This is an optimization exercise on Yosys and OpenROAD, whose aim is small area and a short achievable clock period, not a production implementation.
The RTL was checked by simulation tests, not by an equivalence proof against the original design.

$ cat flow/design.v
module izhneuron_verilog(clk, rst, en, WE, Addr, AER_BUS, Weight, spike_out);
input wire clk;
input wire rst;
input wire en;
input wire WE;
input wire [3:0] Addr;
input wire [3:0] AER_BUS;
input wire [10:0] Weight;
output wire spike_out;
reg [10:0] mem0, mem1, mem2, mem3;
reg [3:0] valid;                  
reg [10:0] wout, acc, I;
reg [13:0] u, t;
reg [10:0] rd;
reg rv;
always @(*) begin
	case (AER_BUS[1:0])
		2'd0: begin rd = mem0; rv = valid[0]; end
		2'd1: begin rd = mem1; rv = valid[1]; end
		2'd2: begin rd = mem2; rv = valid[2]; end
		default: begin rd = mem3; rv = valid[3]; end
	endcase
end
wire rsel = rv && (AER_BUS[3:2] == 2'b00);
wire [10:0] sum = acc + wout;
wire [10:0] I_next = en ? sum : I;
wire [13:0] dv = {{2{t[13]}}, t[13:2]} - 14'd192 - u;      
wire [13:0] u0 = u + {{6{dv[13]}}, dv[13:6]};
wire [13:0] G = {{3{I[10]}}, I} - u - 14'd1205;
wire [13:0] H = 14'd0 - 14'd136 - 14'd1024 - u0;
wire [10:0] In = {~I_next[10], I_next[9:0]};               
wire c0 = t[0] ^ t[13];
wire c1 = t[1] ^ t[13];
wire c2 = t[2] ^ t[13];
wire c3 = t[3] ^ t[13];
wire c4 = t[4] ^ t[13];
wire c5 = t[5] ^ t[13];
wire c6 = t[6] ^ t[13];
wire c7 = t[7] ^ t[13];
wire c8 = t[8] ^ t[13];
wire c9 = t[9] ^ t[13];
wire c10 = t[10] ^ t[13];
wire nq = t[13] & ~t[0];
wire m1 = t[13] & c1;
wire m2 = t[13] & c2;
wire m3 = t[13] & c3;
wire m4 = t[13] & c4;
wire m5 = t[13] & c5;
wire m6 = t[13] & c6;
wire m7 = t[13] & c7;
wire m8 = t[13] & c8;
wire m9 = t[13] & c9;
wire m10 = t[13] & c10;
wire p0_1 = c0 & c1;
wire p0_2 = c0 & c2;
wire p0_3 = c0 & c3;
wire p0_4 = c0 & c4;
wire p0_5 = c0 & c5;
wire p0_6 = c0 & c6;
wire p0_7 = c0 & c7;
wire p0_8 = c0 & c8;
wire p0_9 = c0 & c9;
wire p0_10 = c0 & c10;
wire p1_2 = c1 & c2;
wire p1_3 = c1 & c3;
wire p1_4 = c1 & c4;
wire p1_5 = c1 & c5;
wire p1_6 = c1 & c6;
wire p1_7 = c1 & c7;
wire p1_8 = c1 & c8;
wire p1_9 = c1 & c9;
wire p1_10 = c1 & c10;
wire p2_3 = c2 & c3;
wire p2_4 = c2 & c4;
wire p2_5 = c2 & c5;
wire p2_6 = c2 & c6;
wire p2_7 = c2 & c7;
wire p2_8 = c2 & c8;
wire p2_9 = c2 & c9;
wire p2_10 = c2 & c10;
wire p3_4 = c3 & c4;
wire p3_5 = c3 & c5;
wire p3_6 = c3 & c6;
wire p3_7 = c3 & c7;
wire p3_8 = c3 & c8;
wire p3_9 = c3 & c9;
wire p3_10 = c3 & c10;
wire p4_5 = c4 & c5;
wire p4_6 = c4 & c6;
wire p4_7 = c4 & c7;
wire p4_8 = c4 & c8;
wire p4_9 = c4 & c9;
wire p4_10 = c4 & c10;
wire p5_6 = c5 & c6;
wire p5_7 = c5 & c7;
wire p5_8 = c5 & c8;
wire p5_9 = c5 & c9;
wire p5_10 = c5 & c10;
wire p6_7 = c6 & c7;
wire p6_8 = c6 & c8;
wire p6_9 = c6 & c9;
wire p6_10 = c6 & c10;
wire p7_8 = c7 & c8;
wire p7_9 = c7 & c9;
wire p7_10 = c7 & c10;
wire p8_9 = c8 & c9;
wire p8_10 = c8 & c10;
wire p9_10 = c9 & c10;
wire qs0 = c1 ^ m1 ^ nq;
wire qc0 = (c1 & m1) | (c1 & nq) | (m1 & nq);
wire qs1 = m2 ^ p0_2 ^ qc0;
wire qc1 = (m2 & p0_2) | (m2 & qc0) | (p0_2 & qc0);
wire qs2 = c2 ^ m3 ^ p0_3;
wire qc2 = (c2 & m3) | (c2 & p0_3) | (m3 & p0_3);
wire qs3 = p1_2 ^ qs2 ^ qc1;
wire qc3 = (p1_2 & qs2) | (p1_2 & qc1) | (qs2 & qc1);
wire qs4 = m4 ^ p0_4 ^ p1_3;
wire qc4 = (m4 & p0_4) | (m4 & p1_3) | (p0_4 & p1_3);
wire qs5 = qc2 ^ qs4 ^ qc3;
wire qc5 = (qc2 & qs4) | (qc2 & qc3) | (qs4 & qc3);
wire qs6 = c3 ^ m5 ^ p0_5;
wire qc6 = (c3 & m5) | (c3 & p0_5) | (m5 & p0_5);
wire qs7 = p1_4 ^ p2_3 ^ qc4;
wire qc7 = (p1_4 & p2_3) | (p1_4 & qc4) | (p2_3 & qc4);
wire qs8 = qs6 ^ qs7 ^ qc5;
wire qc8 = (qs6 & qs7) | (qs6 & qc5) | (qs7 & qc5);
wire qs9 = m6 ^ p0_6 ^ p1_5;
wire qc9 = (m6 & p0_6) | (m6 & p1_5) | (p0_6 & p1_5);
wire qs10 = p2_4 ^ qc6 ^ qs9;
wire qc10 = (p2_4 & qc6) | (p2_4 & qs9) | (qc6 & qs9);
wire qs11 = qc7 ^ qs10 ^ qc8;
wire qc11 = (qc7 & qs10) | (qc7 & qc8) | (qs10 & qc8);
wire qs12 = c4 ^ m7 ^ p0_7;
wire qc12 = (c4 & m7) | (c4 & p0_7) | (m7 & p0_7);
wire qs13 = p1_6 ^ p2_5 ^ p3_4;
wire qc13 = (p1_6 & p2_5) | (p1_6 & p3_4) | (p2_5 & p3_4);
wire qs14 = qc9 ^ qs12 ^ qs13;
wire qc14 = (qc9 & qs12) | (qc9 & qs13) | (qs12 & qs13);
wire qs15 = qc10 ^ qs14 ^ qc11;
wire qc15 = (qc10 & qs14) | (qc10 & qc11) | (qs14 & qc11);
wire qs16 = m8 ^ p0_8 ^ p1_7;
wire qc16 = (m8 & p0_8) | (m8 & p1_7) | (p0_8 & p1_7);
wire qs17 = p2_6 ^ p3_5 ^ qc12;
wire qc17 = (p2_6 & p3_5) | (p2_6 & qc12) | (p3_5 & qc12);
wire qs18 = qc13 ^ qs16 ^ qc14;
wire qc18 = (qc13 & qs16) | (qc13 & qc14) | (qs16 & qc14);
wire qs19 = qs17 ^ qs18 ^ qc15;
wire qc19 = (qs17 & qs18) | (qs17 & qc15) | (qs18 & qc15);
wire qs20 = c5 ^ m9 ^ p0_9;
wire qc20 = (c5 & m9) | (c5 & p0_9) | (m9 & p0_9);
wire qs21 = p1_8 ^ p2_7 ^ p3_6;
wire qc21 = (p1_8 & p2_7) | (p1_8 & p3_6) | (p2_7 & p3_6);
wire qs22 = p4_5 ^ qc16 ^ qs20;
wire qc22 = (p4_5 & qc16) | (p4_5 & qs20) | (qc16 & qs20);
wire qs23 = qs21 ^ qc17 ^ qs22;
wire qc23 = (qs21 & qc17) | (qs21 & qs22) | (qc17 & qs22);
wire qs24 = qc18 ^ qs23 ^ qc19;
wire qc24 = (qc18 & qs23) | (qc18 & qc19) | (qs23 & qc19);
wire qs25 = m10 ^ p0_10 ^ p1_9;
wire qc25 = (m10 & p0_10) | (m10 & p1_9) | (p0_10 & p1_9);
wire qs26 = p2_8 ^ p3_7 ^ p4_6;
wire qc26 = (p2_8 & p3_7) | (p2_8 & p4_6) | (p3_7 & p4_6);
wire qs27 = qc20 ^ qc21 ^ qs25;
wire qc27 = (qc20 & qc21) | (qc20 & qs25) | (qc21 & qs25);
wire qs28 = qs26 ^ qc22 ^ qs27;
wire qc28 = (qs26 & qc22) | (qs26 & qs27) | (qc22 & qs27);
wire qs29 = qc23 ^ qs28 ^ qc24;
wire qc29 = (qc23 & qs28) | (qc23 & qc24) | (qs28 & qc24);
wire qs30 = c6 ^ p1_10 ^ p2_9;
wire qc30 = (c6 & p1_10) | (c6 & p2_9) | (p1_10 & p2_9);
wire qs31 = p3_8 ^ p4_7 ^ p5_6;
wire qc31 = (p3_8 & p4_7) | (p3_8 & p5_6) | (p4_7 & p5_6);
wire qs32 = qc25 ^ qc26 ^ qs30;
wire qc32 = (qc25 & qc26) | (qc25 & qs30) | (qc26 & qs30);
wire qs33 = qs31 ^ qc27 ^ qs32;
wire qc33 = (qs31 & qc27) | (qs31 & qs32) | (qc27 & qs32);
wire qs34 = qc28 ^ qs33 ^ qc29;
wire qc34 = (qc28 & qs33) | (qc28 & qc29) | (qs33 & qc29);
wire qs35 = p2_10 ^ p3_9 ^ p4_8;
wire qc35 = (p2_10 & p3_9) | (p2_10 & p4_8) | (p3_9 & p4_8);
wire qs36 = p5_7 ^ qc30 ^ qc31;
wire qc36 = (p5_7 & qc30) | (p5_7 & qc31) | (qc30 & qc31);
wire qs37 = qs35 ^ qc32 ^ qs36;
wire qc37 = (qs35 & qc32) | (qs35 & qs36) | (qc32 & qs36);
wire qs38 = qc33 ^ qs37 ^ qc34;
wire qc38 = (qc33 & qs37) | (qc33 & qc34) | (qs37 & qc34);
wire qs39 = c7 ^ p3_10 ^ p4_9;
wire qc39 = (c7 & p3_10) | (c7 & p4_9) | (p3_10 & p4_9);
wire qs40 = p5_8 ^ p6_7 ^ qc35;
wire qc40 = (p5_8 & p6_7) | (p5_8 & qc35) | (p6_7 & qc35);
wire qs41 = qs39 ^ qc36 ^ qs40;
wire qc41 = (qs39 & qc36) | (qs39 & qs40) | (qc36 & qs40);
wire qs42 = qc37 ^ qs41 ^ qc38;
wire qc42 = (qc37 & qs41) | (qc37 & qc38) | (qs41 & qc38);
wire qs43 = p4_10 ^ p5_9 ^ p6_8;
wire qc43 = (p4_10 & p5_9) | (p4_10 & p6_8) | (p5_9 & p6_8);
wire qs44 = qc39 ^ qs43 ^ qc40;
wire qc44 = (qc39 & qs43) | (qc39 & qc40) | (qs43 & qc40);
wire qs45 = qs44 ^ qc41 ^ qc42;
wire qc45 = (qs44 & qc41) | (qs44 & qc42) | (qc41 & qc42);
wire qs46 = c8 ^ p5_10 ^ p6_9;
wire qc46 = (c8 & p5_10) | (c8 & p6_9) | (p5_10 & p6_9);
wire qs47 = p7_8 ^ qc43 ^ qs46;
wire qc47 = (p7_8 & qc43) | (p7_8 & qs46) | (qc43 & qs46);
wire qs48 = qs47 ^ qc44 ^ qc45;
wire qc48 = (qs47 & qc44) | (qs47 & qc45) | (qc44 & qc45);
wire qs49 = p6_10 ^ p7_9 ^ qc46;
wire qc49 = (p6_10 & p7_9) | (p6_10 & qc46) | (p7_9 & qc46);
wire qs50 = qc47 ^ qs49 ^ qc48;
wire qc50 = (qc47 & qs49) | (qc47 & qc48) | (qs49 & qc48);
wire qs51 = c9 ^ p7_10 ^ p8_9;
wire qc51 = (c9 & p7_10) | (c9 & p8_9) | (p7_10 & p8_9);
wire qs52 = qs51 ^ qc49 ^ qc50;
wire qc52 = (qs51 & qc49) | (qs51 & qc50) | (qc49 & qc50);
wire qs53 = p8_10 ^ qc51 ^ qc52;
wire qc53 = (p8_10 & qc51) | (p8_10 & qc52) | (qc51 & qc52);
wire qs54 = c10 ^ p9_10 ^ qc53;
wire qc54 = (c10 & p9_10) | (c10 & qc53) | (p9_10 & qc53);
wire [21:0] sqa = {qc54, qs54, qs53, qs52, qs50, qs48, qs45, qs42, qs38, qs34, qs29, qs24, qs19, qs15, qs11, qs8, qs5, qs3, qs1, p0_1, 1'b0, t[0]};
wire [21:0] sqb = {1'b0, 1'b0, 1'b0, 1'b0, 1'b0, 1'b0, 1'b0, 1'b0, 1'b0, 1'b0, 1'b0, 1'b0, 1'b0, 1'b0, 1'b0, 1'b0, 1'b0, 1'b0, 1'b0, qs0, 1'b0, 1'b0};
wire [8:0] sqlo = sqa[7:0] + sqb[7:0];
wire lc8 = sqlo[8];
wire gs55 = G[0] ^ lc8 ^ qs15;
wire gc55 = (G[0] & lc8) | (G[0] & qs15) | (lc8 & qs15);
wire gs56 = G[1] ^ gc55 ^ qs19;
wire gc56 = (G[1] & gc55) | (G[1] & qs19) | (gc55 & qs19);
wire gs57 = G[2] ^ gc56 ^ qs24;
wire gc57 = (G[2] & gc56) | (G[2] & qs24) | (gc56 & qs24);
wire gs58 = G[3] ^ gc57 ^ qs29;
wire gc58 = (G[3] & gc57) | (G[3] & qs29) | (gc57 & qs29);
wire gs59 = G[4] ^ gc58 ^ qs34;
wire gc59 = (G[4] & gc58) | (G[4] & qs34) | (gc58 & qs34);
wire gs60 = G[5] ^ gc59 ^ qs38;
wire gc60 = (G[5] & gc59) | (G[5] & qs38) | (gc59 & qs38);
wire gs61 = G[6] ^ gc60 ^ qs42;
wire gc61 = (G[6] & gc60) | (G[6] & qs42) | (gc60 & qs42);
wire gs62 = G[7] ^ gc61 ^ qs45;
wire gc62 = (G[7] & gc61) | (G[7] & qs45) | (gc61 & qs45);
wire gs63 = G[8] ^ gc62 ^ qs48;
wire gc63 = (G[8] & gc62) | (G[8] & qs48) | (gc62 & qs48);
wire gs64 = G[9] ^ gc63 ^ qs50;
wire gc64 = (G[9] & gc63) | (G[9] & qs50) | (gc63 & qs50);
wire gs65 = G[10] ^ gc64 ^ qs52;
wire gc65 = (G[10] & gc64) | (G[10] & qs52) | (gc64 & qs52);
wire gs66 = G[11] ^ gc65 ^ qs53;
wire gc66 = (G[11] & gc65) | (G[11] & qs53) | (gc65 & qs53);
wire gs67 = G[12] ^ gc66 ^ qs54;
wire gc67 = (G[12] & gc66) | (G[12] & qs54) | (gc66 & qs54);
wire gs68 = G[13] ^ qc54 ^ gc67;
wire gc68 = (G[13] & qc54) | (G[13] & gc67) | (qc54 & gc67);
wire [13:0] wsa = {gs68, gs67, gs66, gs65, gs64, gs63, gs62, gs61, gs60, gs59, gs58, gs57, gs56, gs55};
wire [13:0] wsb = {1'b0, 1'b0, 1'b0, 1'b0, 1'b0, 1'b0, 1'b0, 1'b0, 1'b0, 1'b0, 1'b0, 1'b0, 1'b0, 1'b0};
wire hs69 = H[0] ^ lc8 ^ qs15;
wire hc69 = (H[0] & lc8) | (H[0] & qs15) | (lc8 & qs15);
wire hs70 = H[1] ^ hc69 ^ qs19;
wire hc70 = (H[1] & hc69) | (H[1] & qs19) | (hc69 & qs19);
wire hs71 = H[2] ^ In[2] ^ hc70;
wire hc71 = (H[2] & In[2]) | (H[2] & hc70) | (In[2] & hc70);
wire hs72 = H[3] ^ In[3] ^ hc71;
wire hc72 = (H[3] & In[3]) | (H[3] & hc71) | (In[3] & hc71);
wire hs73 = H[4] ^ In[4] ^ hc72;
wire hc73 = (H[4] & In[4]) | (H[4] & hc72) | (In[4] & hc72);
wire hs74 = H[5] ^ In[5] ^ hc73;
wire hc74 = (H[5] & In[5]) | (H[5] & hc73) | (In[5] & hc73);
wire hs75 = H[6] ^ In[6] ^ hc74;
wire hc75 = (H[6] & In[6]) | (H[6] & hc74) | (In[6] & hc74);
wire hs76 = H[7] ^ In[7] ^ hc75;
wire hc76 = (H[7] & In[7]) | (H[7] & hc75) | (In[7] & hc75);
wire hs77 = H[8] ^ In[8] ^ hc76;
wire hc77 = (H[8] & In[8]) | (H[8] & hc76) | (In[8] & hc76);
wire hs78 = H[9] ^ In[9] ^ hc77;
wire hc78 = (H[9] & In[9]) | (H[9] & hc77) | (In[9] & hc77);
wire hs79 = H[10] ^ In[10] ^ hc78;
wire hc79 = (H[10] & In[10]) | (H[10] & hc78) | (In[10] & hc78);
wire hs80 = H[11] ^ hc79 ^ qs53;
wire hc80 = (H[11] & hc79) | (H[11] & qs53) | (hc79 & qs53);
wire hs81 = H[12] ^ hc80 ^ qs54;
wire hc81 = (H[12] & hc80) | (H[12] & qs54) | (hc80 & qs54);
wire hs82 = H[13] ^ qc54 ^ hc81;
wire hc82 = (H[13] & qc54) | (H[13] & hc81) | (qc54 & hc81);
wire [13:0] wya = {hs82, hs81, hs80, qs52, qs50, qs48, qs45, qs42, qs38, qs34, qs29, qs24, In[1], hs69};
wire [13:0] wyb = {1'b0, 1'b0, 1'b0, hs79, hs78, hs77, hs76, hs75, hs74, hs73, hs72, hs71, hs70, In[0]};
wire [13:0] ws = wsa + wsb;            
wire [13:0] y0 = wya + wyb;            
wire signed [13:0] ts = t;
wire f = ts < -14'sd1285;               
wire spk = f | ~ws[13];
assign spike_out = ~rst & spk;
wire [13:0] y1 = y0 - 14'd80;
wire g0 = ~y0[13] & (y0[12:0] > 13'd1068);
wire g1 = ~y0[13] & (y0[12:0] > 13'd1148);
wire [13:0] u_next = spk ? u0 + 14'd80 : u0;
wire [13:0] t_next = (f | (spk ? g1 : g0)) ? 14'd118 : (spk ? y1 : y0);
always @(posedge clk) begin
	if (WE && Addr[3:2] == 2'b00) begin
		case (Addr[1:0])
			2'd0: mem0 <= Weight;
			2'd1: mem1 <= Weight;
			2'd2: mem2 <= Weight;
			default: mem3 <= Weight;
		endcase
	end
	if (rst) begin
		valid <= 4'b0000;
		wout <= 11'd0; acc <= 11'd0; I <= 11'd0;
		u <= 14'd80; t <= 14'd118;
	end else begin
		if (WE && Addr[3:2] == 2'b00) valid[Addr[1:0]] <= 1'b1;
		if (!WE) wout <= rsel ? rd : 11'd0;
		acc <= en ? 11'd0 : sum;
		I <= I_next;
		u <= u_next;
		t <= t_next;
	end
end
endmodule
$ cat flow/constraint.sdc
create_clock -name core_clock -period 21.0 [get_ports {clk}]
set_input_delay 4.2000 -clock core_clock [delete_from_list [all_inputs] [get_ports {clk}]]
set_output_delay 4.2000 -clock core_clock [all_outputs]
set_load 0.01 [all_outputs]
$ cat flow/run.sh
#!/bin/bash
# synth_recipe.tcl (not shown) runs the flow's synth.tcl, then flattens the netlist and writes it again
# the make line also repeats each setting of config.mk as NAME=value (left out here)
make -C /OpenROAD-flow-scripts/flow DESIGN_CONFIG=/design/flow/config.mk WORK_HOME=/design/flow/orfs CLKGATE_MAP_FILE= SYNTH_SCRIPT=/design/flow/synth_recipe.tcl finish
$ cat flow/config.mk
export PLATFORM = sky130hd
export DESIGN_NAME = izhneuron_verilog
export DESIGN_NICKNAME = izhneuron_verilog
export VERILOG_FILES = /design/flow/design.v
export SDC_FILE = /design/flow/constraint.sdc
export NUM_CORES = 4
export LEC_CHECK = 0
export CAP_MARGIN = 20
export CORE_MARGIN = 2
export CORE_UTILIZATION = 40
export SLEW_MARGIN = 20
==> reports/qor.csv <==
metric,value,unit
yosys.area.top_type,fa_1,
rsz0062_at_grt,no,
min_path_type,reg2reg,
fmax,70.7,MHz
cts_resized,0,
core,24200,µm²
antenna_found_initial,0,
cts_num_sinks,109,
finClkSkew,19.8,ps
drt-vias-per-instance,5.22,
syn_area_per_cell,9.52,µm²
drive_gt1_share,8.80,%
end_kind,primary output,
cp.arrival,9940,ps
place.gp.congestion,0.863,
drt_iter0_markers,548,
crit_top_cell,fa_1,
cts_made_buffers,9,
cp.required,16800,ps
route.detailed.wl_per_inst,16.4,µm
cts_root_buffer,clkbuf_16,
antenna_cells,0,
fp.dieH,161,µm
h-tree-depth,3,
insertion_delay,360,ps
synth_edf_count,44,
final_hold_viol_count,0,
worstMarginPinSlew,892,ps
crit_type,reg2out,
grt_overflow_total,0,
tns,0,ps
final_cell_mix,"143 x inv_1, 101 x nor2_1, 90 x ha_1",
yosysWarnings,1,
drt-pass1-iter-count,5,
relSlewSlack,40.3,%
grt_max_degree,48,
grt_pass1_wl,37.6,mm
postRouteAntennaNets,0,
synth_cells,1031,
final-setup-viol-count,0,
dieWidth,161,µm
cts_tree,done,
rows,57,
report.final.slew_viol_count,0,
synth_top_area_share,14.1,%
grt_pass1_vias,7151,
clockBufferDepth,2,
cap_violations,0,
track_usage,18.4,%
crit_slowest_cell,dfxtp_1,
post-route-period-util,67.4,%
yosys-top-cells-area,"fa_1 14%, edfxtp_1 13%, dfxtp_1 13%",
cpPeakStageDelay,780,ps
crit_path_start_kind,flip-flop,
timing.hold.ws,480,ps
wirelength,22.4,mm
period_minus_slack,14140,ps
ys_seq_elements,109,
path_clk_slew,90,ps
seq_area_frac_synth,26.7,%
cts-hold-fix-buffers,0,
final_nets,1222,
synthArstFlopShare,0,%
drc,0,
synthFlopType,dfxtp_1,
ios,24,
synthDistinctLibCells,86,
die_area,25800,µm²
syn-num-nets,1213,
area_growth,8.70,%
layout_commonest_cell,inv_1,
postCtsSetupRepairBufs,0,
path_max_fanout,17,
status,no timing/DRC/antenna violations,
synthesis.area,9810,µm²
initial_core_util,40.6,%
io_buffer_count,23,
vias,7143,
dp_hpwl,18.0,mm
[critical path: cells and delay by family (launching register included)]
| family | cells | cell delay [ps] |
|---|---|---|
| DFF | 1 | 780 |
| and+or+nand+nor | 3 | 930 |
| buffers and inverters | 6 | 880 |
| AOI/OAI and AO/OA | 4 | 830 |
| adders and majority gates | 18 | 6160 |
[routing by layer]
layer / routed length, µm / GRT usage [%] / vias to the layer above
li1: - / - / 3567
met1: 10800 / 26.0 / 3426
met3: 872 / 2.27 / 21
met4: 429 / 5.20 / 0
met5: 0 / 0 / -
met2: 10200 / 29.9 / 129
[layout make-up]
| type | count | area (µm²) |
|---|---|---|
| timing repair buffer | 25 | 240 |
| inverter | 143 | 537 |
| clock inverter | 7 | 86.3 |
| clock buffer | 9 | 225 |
| sequential | 109 | 2620 |
| fill | 2334 | 13500 |
| multi-input combinational | 752 | 6550 |
| tap | 324 | 405 |
[final timing paths]
kind | start | to | slack, ps | cells after the start
hold reg to reg | valid[1] | valid[1] | 480 | 2
hold / removal | valid[1] | valid[1] | 480 | 2
setup reg to reg | t[13] | t[5] | 10730 | 37
setup / recovery | t[13] | spike_out | 6860 | 31
[state kept, by name, indices dropped and copies added, names as in the netlist, 11 cells and up]
| name | cells |
|---|---|
| t | 14 |
| u | 14 |
| I | 11 |
| acc | 11 |
| mem0 | 11 |
| mem1 | 11 |
| mem2 | 11 |
| mem3 | 11 |
| wout | 11 |
[cell families after synthesis]
logic type	synth area share, %
and+or+nand+nor	16.4
AOI/OAI and AO/OA	13.7
buffers and inverters	6.99
adders and majority gates	25.8
DFF	26.7
xor gates and xnor gates	6.12
muxes	4.25
[synthesized netlist by cell type (17+ instances only)]
cell type and instances:
dfxtp_1 65, nand2_1 37, ha_1 90, o21ai_0 20, xnor2_1 39, edfxtp_1 44, fa_1 69, a21o_1 17
or2_2 30, inv_1 143, nor2_1 101, a21oi_1 48, nor3_1 22, xor2_1 27
[through the flow]
| step | setup slack (ps) | std cells | utilization [%] | instance area, µm² |
|---|---|---|---|---|
| 2_1_floorplan | 8400 | 1031 | - | 9810 |
| 3_3_place_gp | 7470 | 1353 | 42.8 | 10300 |
| 3_5_place_dp | 7200 | 1353 | 42.8 | 10300 |
| 4_1_cts | 6810 | 1369 | 44.1 | 10700 |
| 5_1_grt | 6380 | 1369 | 44.1 | 10700 |
| 6_report | 6860 | 1369 | 44.1 | 10700 |

afterwards: timing with drivers on the ports:
How much do the figures lean on ideal ports? The routed layout below was timed once more, with nothing changed but the port constraints.
Step 1, drivers: a clkbuf_16 drives clk and a buf_2 each remaining input, both assumed.
Step 2 adds t to the input delays and takes it off the output delays; t is the mean of the earliest and latest rising clock arrival at the registers after step 1. Input paths then give back, and output paths get back, about the clock's delay inside the block.
Slacks: ideal / step 1 / step 2; pairs: ideal / step 1.
shift t [ns]: 0.401
setup slack, ns: 6.856 / 6.810 / 7.211
worst hold slack (ns): 0.480 / 0.480 / 0.480
slew at the worst register clock pin (ns): 0.09 / 0.09
After both steps this run still meets setup and hold. For this run, drivers alone change the setup slack by -0.046 ns; drivers and shift together by +0.355 ns.
